Source: an optimization exercise on an open RTL-to-GDS flow (aim: small area, a short achievable clock period and few clock cycles per item). Production flows keep margins and buffers that such runs may drop. Where RTL was checked, it was by simulation tests only, not by an equivalence proof against the original. Power figures rest on the tool's default switching activity, not on a simulated workload.

sierra:
==> flow/design.v (excerpt) <==
module lz77_decomp_stream (
    input  logic        clk,
    input  logic        rst_n,
    input  logic [19:0] s_axis_tdata,
    input  logic        s_axis_tvalid,
    output logic        s_axis_tready,
    input  logic        s_axis_tlast,
    output logic [7:0]  m_axis_tdata,
    output logic        m_axis_tvalid,
    input  logic        m_axis_tready,
    output logic        m_axis_tlast
);
    logic [20:0] h_d, s_d;
    logic        h_v, s_v;
    logic        in_rdy;                  
    assign s_axis_tready = in_rdy;
    logic acc, pop_tok;
    assign acc = s_axis_tvalid && in_rdy;
    always_ff @(posedge clk) begin
        if (!rst_n) begin
            h_v    <= 1'b0;
            s_v    <= 1'b0;
            in_rdy <= 1'b1;
        end else begin
            if (pop_tok || !h_v) begin
                h_v    <= s_v || acc;
                s_v    <= 1'b0;
                in_rdy <= 1'b1;
            end else begin
                s_v    <= s_v || acc;
                in_rdy <= !(s_v || acc);
            end
        end
    end
    always_ff @(posedge clk) begin
        if (pop_tok || !h_v) h_d <= s_v ? s_d : {s_axis_tlast, s_axis_tdata};
        if (!s_v)            s_d <= {s_axis_tlast, s_axis_tdata};
    end
    logic       out_room, out_push, out_last;
    logic [7:0] out_byte;
    lz77_decomp_core u_core (
        .clk       (clk),
        .rst_n     (rst_n),
        .tok_valid (h_v),
        .tok_dist  (h_d[19:12]),
        .tok_len   (h_d[11:8]),
        .tok_lit   (h_d[7:0]),
        .tok_last  (h_d[20]),
        .tok_pop   (pop_tok),
        .out_room  (out_room),
        .out_push  (out_push),
        .out_byte  (out_byte),
        .out_last  (out_last)
    );
    logic       o_v, k_v;
  ...
For scale: ~36 I/O pins, ~65000 µm² of cells after synthesis.
clock: 7.0 ns
lec_check: 0
abc_area: 1
cap_margin: 20
core_margin: 2
core_utilization: 40
cts_cluster_diameter: 100
cts_cluster_size: 30
setup_slack_margin: 4.4
slew_margin: 20
run.sh (not shown) runs the stock make flow with config.mk's settings and CLKGATE_MAP_FILE= SYNTH_SCRIPT=/design/flow/synth_recipe.tcl, a recipe that flattens the netlist after the stock synthesis.
Per the final summary, sierra finished and its layout is clean on timing, DRC and antenna.
Input-level comparison between quartz and sierra:
# sierra
export LEC_CHECK = 0
export ABC_AREA = 1
export CAP_MARGIN = 20
export CORE_MARGIN = 2
export CORE_UTILIZATION = 40
export CTS_CLUSTER_DIAMETER = 100
export CTS_CLUSTER_SIZE = 30
export SETUP_SLACK_MARGIN = 4.4
export SLEW_MARGIN = 20
create_clock -name core_clock -period 7.0 [get_ports {clk}]
# quartz
export LEC_CHECK = 0
export CAP_MARGIN = 20
export CORE_MARGIN = 2
export CORE_UTILIZATION = 40
export CTS_CLUSTER_DIAMETER = 100
export CTS_CLUSTER_SIZE = 30
export SETUP_SLACK_MARGIN = 4.4
export SLEW_MARGIN = 20
create_clock -name core_clock -period 7.0 [get_ports {clk}]
Results
- sierra → quartz: proportion of power drawn by flip-flops and latches shows an increase of 0.4 points; post-synthesis xor/xnor area fraction shows no meaningful change; chip width shows a reduction of about 4%.
- The higher count of vias placed by the detailed router came out of sierra.
- Taking quartz over sierra, the final standard cell area without fillers ratio works out to 0.929.
- quartz vs. sierra: area growth from synthesis to layout went up by 0.70 points.
- The routed wire length in sierra is 1.08 times that in quartz.
- Number of nets at the end of the flow ended up 38% lower on quartz than on sierra.
- Power: quartz draws less than sierra
- Summary — diode insertion count for antenna repair, quartz relative to sierra: lower, by 2.
Changes in xenon relative to quartz:
# quartz
export LEC_CHECK = 0
export CAP_MARGIN = 20
export CORE_MARGIN = 2
export CORE_UTILIZATION = 40
export CTS_CLUSTER_DIAMETER = 100
export CTS_CLUSTER_SIZE = 30
export SETUP_SLACK_MARGIN = 4.4
export SLEW_MARGIN = 20
create_clock -name core_clock -period 7.0 [get_ports {clk}]
# xenon
export LEC_CHECK = 0
export CAP_MARGIN = 20
export CORE_MARGIN = 2
export CORE_UTILIZATION = 40
export CTS_CLUSTER_DIAMETER = 100
export CTS_CLUSTER_SIZE = 24
export SETUP_SLACK_MARGIN = 4.6
export SLEW_MARGIN = 20
create_clock -name core_clock -period 7.0 [get_ports {clk}]
==> comparison <==
Every run in the comparison, quartz and xenon, completed the flow with a clean layout. Wire length of the first global-routing pass sits higher in xenon than in quartz. xenon against quartz; fill cell instance count of the final layout is down slightly. Highest metal layer with signal wires = met5: quartz; highest metal layer with signal wires = met4: xenon. From quartz to xenon the numbers moved as follows: count of clock-buffer cells in the layout grew by about 18%; power grew by 0.50 mW. There was hardly any difference in routed wire length between quartz and xenon.
Function was not checked in any run of this note: the RTL went through the layout flow alone.


## job 7028
Another version of the RTL of lz77_decomp_stream (not shown whole).
Size in the first run: roughly 4200 cells after synthesis, about 36 I/O pins.
make LEC_CHECK=0 CAP_MARGIN=20 CORE_MARGIN=2 CORE_UTILIZATION=55 CTS_CLUSTER_DIAMETER=100 CTS_CLUSTER_SIZE=30 SETUP_SLACK_MARGIN=4.4 SLEW_MARGIN=20 finish   # period 7.0 ns
Job 7028 completed; timing, DRC and antenna clean
Testbench counts of job 7028, summed over its fixed seeds: cycles 77,530, bytes 77,498.
[inputs] job 1391 vs job 7028
Settings: CORE_UTILIZATION: 55 -> 40.
Notes after the runs:
Job 1391 ended with every stage complete and zero timing, DRC or antenna violations.
Summary of the comparison: synthesis-to-layout area growth is higher in job 1391, relative to job 7028.
Smallest setup slack after layout delta for job 1391 relative to job 7028: 0.074 ns higher
Between job 7028 and job 1391, post-CTS setup buffer count decreased.
## Diff of input files: job 2391 against job 1391
Settings: clearing CTS_CLUSTER_SIZE, which used to be 30; clearing CTS_CLUSTER_DIAMETER, which used to be 100.
[summary]
For the clock input transition at the sequential cells of the worst setup and hold paths, job 2391 came in 0.04 ns lower than job 1391 did. On level count of the clock H-tree: job 2391 sits above job 1391. Share of the clock period used by the worst path after layout came out higher on job 2391 than on job 1391. Compared job 2391 vs job 1391, and number of clock buffers inserted by TritonCTS is up in job 2391. Side by side, final net count turned out higher in job 2391 than in job 1391. Looking at global-route met3 utilization, job 2391 sits 0.37 points higher than job 1391 does. Job 2391 against job 1391: routing usage on met1 was more or less identical, final standard cell area without fillers rose by about 6%.
For job 4699, these inputs were changed with respect to job 2391:
Settings: setting CTS_CLUSTER_SIZE to 24 for the first time; setting CTS_CLUSTER_DIAMETER to 100 for the first time.
==> summary.txt <==
Comparing the two runs side by side, job 4699 comes out ahead of job 2391 on clock power. Core utilization of the finished layout, job 4699 and job 2391, higher one = job 2391. Comparing job 4699 and job 2391, the higher post-CTS clock slew at the launch and capture registers of the worst setup and hold paths is on job 4699. Clock buffer count from CTS down about 50% in job 4699 wrt job 2391.

==> port drivers added, routing unchanged <==
In the flow no input, the clock included, has a driving cell. The finished layouts below were timed again as built, in two steps. Step 1: set_driving_cell puts a clkbuf_16 on clk and a buf_2 on each other input, an assumption about the parent block. Step 2, shift: input delay + t, output delay - t, t = (earliest + latest rising clock arrival at the registers) / 2. This alone moves slack from input paths to output paths. Three values: ideal, step 1, step 2; two values: the first two.
run | shift t [ns] | setup WS [ns] | hold WS [ns] | worst register clock-pin slew, ns
sierra | 0.810 | 4.173 / 4.094 / 4.220 | 0.329 / 0.329 / 0.329 | 0.12 / 0.12
quartz | 0.800 | 4.327 / 4.254 / 4.109 | 0.323 / 0.323 / 0.323 | 0.12 / 0.12
xenon | 0.804 | 4.339 / 4.253 / 4.085 | 0.338 / 0.338 / 0.338 | 0.10 / 0.10
job 7028 | 0.793 | 4.235 / 4.155 / 3.926 | 0.326 / 0.326 / 0.326 | 0.11 / 0.11
job 1391 | 0.805 | 4.309 / 4.234 / 3.944 | 0.334 / 0.334 / 0.334 | 0.12 / 0.12
job 2391 | 0.894 | 4.242 / 4.166 / 3.945 | 0.314 / 0.314 / 0.314 | 0.07 / 0.07
job 4699 | 0.816 | 4.313 / 4.237 / 3.911 | 0.323 / 0.323 / 0.323 | 0.10 / 0.10
After both steps setup and hold are still met in every run listed. The setup slack of job 4699, which loses most, moves by -0.076 ns with the drivers and by -0.402 ns with both steps.
